Source: an optimization exercise on an open RTL-to-GDS flow (aim: small area, a short achievable clock period and few clock cycles). Production flows keep margins and buffers that such runs may drop. In this exercise RTL edits were held to simulation tests only and were not proved equivalent to the original.

==> inputs of 02-04 <==
==> flow/design.v (excerpt) <==
module cpu(
    input clk,
    input rst,
    input [7:0] op_code,
    input [7:0] arg1,
    input [7:0] arg2,
    input [31:0] dataparams,
    output [15:0] dataindex,
    output [15:0] program_counter,
    output arr_trigger,
    output arr_write,
    output [15:0] arr_addr,
    output [31:0] arr_wdata,
    input [31:0] arr_rdata,
    input arr_done,
    output halted
);
    localparam [1:0] S_BOOT0 = 2'd0, S_BOOT1 = 2'd1, S_RUN = 2'd2, S_HALT = 2'd3;
    reg [1:0] st;
    reg [1:0] ph;                    
    reg [15:0] cur_pc;               
    reg [15:0] tgt_r;                
    reg busy;                        
    reg squash;                      
    reg dz;                          
    reg [31:0] T_r, N;               
    reg byp_dp;                      
    reg rd_wait;                     
    wire [31:0] T = byp_dp ? dataparams : rd_wait ? arr_rdata : T_r;
    reg [31:0] sram [0:13];          
    reg [3:0] p;                     
    reg [31:0] lva [0:31];           
    reg [4:0] fb, ftop;              
    reg [20:0] cs [0:14];            
    reg [3:0] csp;
    reg [15:0] inv_addr;             
    reg [7:0] mcnt;                  
    reg [31:0] Q;                    
    reg [5:0] dcnt;                  
  ...
export LEC_CHECK = 0
export ABC_CLOCK_PERIOD_IN_PS = 5000
export CAP_MARGIN = 20
export CORE_MARGIN = 2
export CORE_UTILIZATION = 40
export PLACE_DENSITY = 0.6
export SETUP_SLACK_MARGIN = 3
export SLEW_MARGIN = 20
create_clock -name core_clock -period 9.0 [get_ports {clk}]
run.sh (not shown) runs the stock make flow with config.mk's settings and CLKGATE_MAP_FILE= SYNTH_SCRIPT=/design/flow/synth_recipe.tcl, a recipe that flattens the netlist after the stock synthesis.
==> 08-22: changes against 02-04 <==
--- a/flow/design.v
+++ b/flow/design.v
@@ -71,19 +71,18 @@
                     P[k] = P[k] & P[k - d];
                 end
             c[0] = 1'b0;
             for (k = 1; k < 16; k = k + 1)
                 c[k] = G[k - 1];
             kadd16 = pp ^ c;
         end
     endfunction
-    function [31:0] mul16(input [15:0] a, input [15:0] b);
+    function [63:0] mulcs(input [15:0] a, input [15:0] b);
         reg [31:0] c1_0, c1_1, c1_2, c1_3, c1_4, c2_0, c2_1, c2_2, c3_0, c3_1, c4_0, c4_1, c5_0, c6_0, r0, r1, r10, r11, r12, r13, r14, r15, r2, r3, r4, r5, r6, r7, r8, r9, s1_0, s1_1, s1_2, s1_3, s1_4, s2_0, s2_1, s2_2, s3_0, s3_1, s4_0, s4_1, s5_0, s6_0;
-        reg [32:0] sum;
         begin
             r0 = b[0] ? ({16'd0, a} << 0) : 32'd0;
             r1 = b[1] ? ({16'd0, a} << 1) : 32'd0;
             r2 = b[2] ? ({16'd0, a} << 2) : 32'd0;
             r3 = b[3] ? ({16'd0, a} << 3) : 32'd0;
             r4 = b[4] ? ({16'd0, a} << 4) : 32'd0;
             r5 = b[5] ? ({16'd0, a} << 5) : 32'd0;
             r6 = b[6] ? ({16'd0, a} << 6) : 32'd0;
@@ -119,18 +118,17 @@
             s4_0 = s3_0 ^ c3_0 ^ s3_1;
             c4_0 = ((s3_0 & c3_0) | (s3_0 & s3_1) | (c3_0 & s3_1)) << 1;
             s4_1 = c3_1 ^ c1_4 ^ r15;
             c4_1 = ((c3_1 & c1_4) | (c3_1 & r15) | (c1_4 & r15)) << 1;
             s5_0 = s4_0 ^ c4_0 ^ s4_1;
             c5_0 = ((s4_0 & c4_0) | (s4_0 & s4_1) | (c4_0 & s4_1)) << 1;
             s6_0 = s5_0 ^ c5_0 ^ c4_1;
             c6_0 = ((s5_0 & c5_0) | (s5_0 & c4_1) | (c5_0 & c4_1)) << 1;
-            sum = kadd32(s6_0, c6_0, 1'b0);
-            mul16 = sum[31:0];
+            mulcs = {c6_0, s6_0};
         end
     endfunction
     localparam [7:0]
         OP_NOP = 8'h00, OP_BIPUSH = 8'h10, OP_SIPUSH = 8'h11, OP_LDC = 8'h12,
         OP_ILOAD = 8'h15, OP_IALOAD = 8'h2e, OP_BALOAD = 8'h33, OP_ISTORE = 8'h36,
         OP_IASTORE = 8'h4f, OP_BASTORE = 8'h54, OP_POP = 8'h57, OP_DUP = 8'h59,
         OP_IADD = 8'h60, OP_ISUB = 8'h64, OP_IMUL = 8'h68, OP_IDIV = 8'h6c,
         OP_IREM = 8'h70, OP_INEG = 8'h74, OP_ISHL = 8'h78, OP_ISHR = 8'h7a,
@@ -144,17 +142,17 @@
     wire d_if      = (op >= 8'h99) && (op <= 8'h9e);
     wire d_ificmp  = (op >= 8'h9f) && (op <= 8'ha4);
     wire d_iload   = d_iload_n || op == OP_ILOAD;
     wire d_istore  = d_istore_n || op == OP_ISTORE;
     wire d_iaload  = op == OP_IALOAD || op == OP_BALOAD;
     wire d_iastore = op == OP_IASTORE || op == OP_BASTORE;
     wire d_ret     = op == OP_IRETURN || op == OP_ARETURN || op == OP_RETURN;
     wire d_div     = op == OP_IDIV || op == OP_IREM;
-    wire d_alu2    = op == OP_IADD || op == OP_ISUB || op == OP_IMUL || op == OP_ISHL ||
+    wire d_alu2    = op == OP_IADD || op == OP_ISUB || op == OP_ISHL ||
                      op == OP_ISHR || op == OP_IAND || op == OP_IOR || op == OP_IXOR;
     reg [1:0] len;
     always @(*) begin
         if (op == OP_SIPUSH || op == OP_IINC || d_if || d_ificmp || op == OP_GOTO || op == OP_INVOKE)
             len = 2'd3;
         else if (op == OP_BIPUSH || op == OP_LDC || op == OP_ILOAD || op == OP_ISTORE || op == OP_NEWARRAY)
             len = 2'd2;
         else
@@ -216,37 +214,41 @@
     wire [31:0] shl = sh_in << sh_amt;
     wire [31:0] shr = N >> T[4:0];
     wire [32:0] sum_add = kadd32(N, T, 1'b0);
     reg [31:0] alu;
     always @(*) begin
         case (op)
             OP_IADD: alu = sum_add[31:0];
             OP_ISUB: alu = nt_sub[31:0];
-            OP_IMUL: alu = mul16(N[15:0], T[15:0]);
             OP_ISHL: alu = shl;
             OP_ISHR: alu = shr;
             OP_IAND: alu = N & T;
             OP_IOR:  alu = N | T;
             default: alu = N ^ T;
         endcase
     end
     wire [32:0] dsub1 = kadd32(N, ~T, 1'b1);
     wire dge1 = dsub1[32];
     wire [31:0] dr1 = dge1 ? dsub1[31:0] : N;
     wire [31:0] dd1 = {1'b0, T[31:1]};
     wire [32:0] dsub2 = kadd32(dr1, ~dd1, 1'b1);
     wire dge2 = dsub2[32];
     wire [31:0] dr2 = dge2 ? dsub2[31:0] : dr1;
     wire [31:0] dd2 = {2'b00, T[31:2]};
-    wire dtwo = (dcnt >= 6'd2);
-    wire [31:0] dr_n = dtwo ? dr2 : dr1;
-    wire [31:0] dd_n = dtwo ? dd2 : dd1;
-    wire [31:0] dq_n = dtwo ? {Q[29:0], dge1, dge2} : {Q[30:0], dge1};
-    wire dlast = (dcnt <= 6'd2);
+    wire [32:0] dsub3 = kadd32(dr2, ~dd2, 1'b1);
+    wire dge3 = dsub3[32];
+    wire [31:0] dr3 = dge3 ? dsub3[31:0] : dr2;
+    wire [31:0] dd3 = {3'b000, T[31:3]};
+    wire dthree = (dcnt >= 6'd3);
+    wire dtwo = (dcnt == 6'd2);
+    wire [31:0] dr_n = dthree ? dr3 : dtwo ? dr2 : dr1;
+    wire [31:0] dd_n = dthree ? dd3 : dtwo ? dd2 : dd1;
+    wire [31:0] dq_n = dthree ? {Q[28:0], dge1, dge2, dge3} : dtwo ? {Q[29:0], dge1, dge2} : {Q[30:0], dge1};
+    wire dlast = (dcnt <= 6'd3);
     reg [15:0] pc_out;
     reg [1:0] st_n, ph_n;
     reg [31:0] T_n, N_n;
     reg [3:0] p_n;
     reg s_we;
     reg l_we;
     reg [4:0] l_wa;
     reg [31:0] l_wd;
@@ -255,17 +257,19 @@
     reg trig, awr;
     reg [15:0] aaddr;
     reg halt_now;
     reg [15:0] inv_addr_n;
     reg [7:0] mcnt_n;
     reg [31:0] Q_n;
     reg [5:0] dcnt_n;
     reg byp_dp_n, rd_wait_n, squash_n, dz_n;
-    wire [32:0] inc_sum = kadd32(lrd, {24'd0, arg2}, 1'b0);
+    wire [32:0] inc_sum = kadd32(Q, {24'd0, arg2}, 1'b0);
+    wire [63:0] mul_cs = mulcs(N[15:0], T[15:0]);
+    wire [32:0] mul_sum = kadd32(T_r, Q, 1'b0);
     wire [32:0] neg_t = kadd32(32'd0, ~T, 1'b1);
     wire can_trig = !busy || arr_done;
     wire [15:0] pc_p1 = kadd16(cur_pc, 16'd1);
     wire [15:0] pc_p2 = kadd16(cur_pc, 16'd2);
     wire [15:0] pc_p3 = kadd16(cur_pc, 16'd3);
     wire [15:0] seq_pc = (len == 2'd3) ? pc_p3 : (len == 2'd2) ? pc_p2 : pc_p1;
     always @(*) begin
         pc_out = cur_pc;
@@ -346,18 +350,36 @@
                 end
                 else if (d_istore) begin
                     l_we = 1'b1;
                     T_n = N;
                     N_n = rd;
                     p_n = pm1;
                 end
                 else if (op == OP_IINC) begin
-                    l_we = 1'b1;
-                    l_wd = inc_sum[31:0];
+                    if (ph == 2'd0) begin
+                        pc_out = cur_pc;
+                        ph_n = 2'd1;
+                        Q_n = lrd;
+                    end else begin
+                        l_we = 1'b1;
+                        l_wd = inc_sum[31:0];
+                    end
+                end
+                else if (op == OP_IMUL) begin
+                    if (ph == 2'd0) begin
+                        pc_out = cur_pc;
+                        ph_n = 2'd1;
+                        T_n = mul_cs[31:0];
+                        Q_n = mul_cs[63:32];
+                    end else begin
+                        T_n = mul_sum[31:0];
+                        N_n = rd;
+                        p_n = pm1;
+                    end
                 end
                 else if (d_alu2) begin
                     T_n = alu;
                     N_n = rd;
                     p_n = pm1;
                 end
                 else if (op == OP_INEG) begin
                     T_n = neg_t[31:0];
@@ -417,17 +439,17 @@
                         pc_out = cur_pc;
                         ph_n = 2'd1;
                         T_n = shl;
                         Q_n = 32'd0;
                         dz_n = div_zero;
                         dcnt_n = {1'b0, dshift} + 6'd1;
                     end else begin
                         Q_n = dq_n;
-                        dcnt_n = dcnt - (dtwo ? 6'd2 : 6'd1);
+                        dcnt_n = dcnt - (dthree ? 6'd3 : dtwo ? 6'd2 : 6'd1);
                         if (dlast || dz) begin
                             if (dz)
                                 T_n = (op == OP_IREM) ? N : 32'd0;
                             else
                                 T_n = (op == OP_IREM) ? dr_n : dq_n;
                             N_n = rd;
                             p_n = pm1;
                         end else begin
- CAP_MARGIN: 20 -> 35
- SETUP_SLACK_MARGIN: 3 -> 2
- SLEW_MARGIN: 20 -> 35
==> flow_summary.json <==
{
  "setup_viol": 65,
  "outcome": "complete, but fails checks",
  "timing.final.ws_setup_ns": -0.915,
  "violations": "negative setup slack",
  "ys_ff_latch": 1972
}
(the above is from 08-22)
==> flow_summary.json <==
{
  "outcome": "complete, but fails checks",
  "violations": "max-capacitance violations, max-slew violations",
  "setup_viol": 0,
  "synth-simple-area-share_pct": 9.48,
  "cap_viol_max_count": 1,
  "slew_violations": 59,
  "timing.final.ws_setup_ns": 0.911
}
(the above is from 02-04)
Testbench counts of 02-04, summed over its fixed seeds: cycles 128,525.
Testbench counts of 08-22, summed over its fixed seeds: cycles 129,690.

==> afterwards: timing with drivers on the ports <==
The flow's constraints put no driver on any port. The routed layouts listed below were extracted and timed again, unchanged, in two steps.
Step 1: set_driving_cell puts a clkbuf_16 on clk and a buf_2 on each other input, an assumption about the parent block.
Step 2 adds t to the input delays and takes it off the output delays; t is the mean of the earliest and latest rising clock arrival at the registers after step 1. Input paths then give back, and output paths get back, about the clock's delay inside the block.
Three values: no drivers, after step 1, after step 2; two values: the first two.
run	t, ns	setup slack, ns	worst data-port slew with drivers (ns)	pins driven straight from the clock port
02-04	1.018	0.911 / 0.964 / -0.054	0.18	1
08-22	1.036	-0.915 / -0.831 / -1.867	0.13	1
The setup slack of 02-04, which loses most, moves by +0.053 ns with the drivers and by -0.965 ns with both steps.
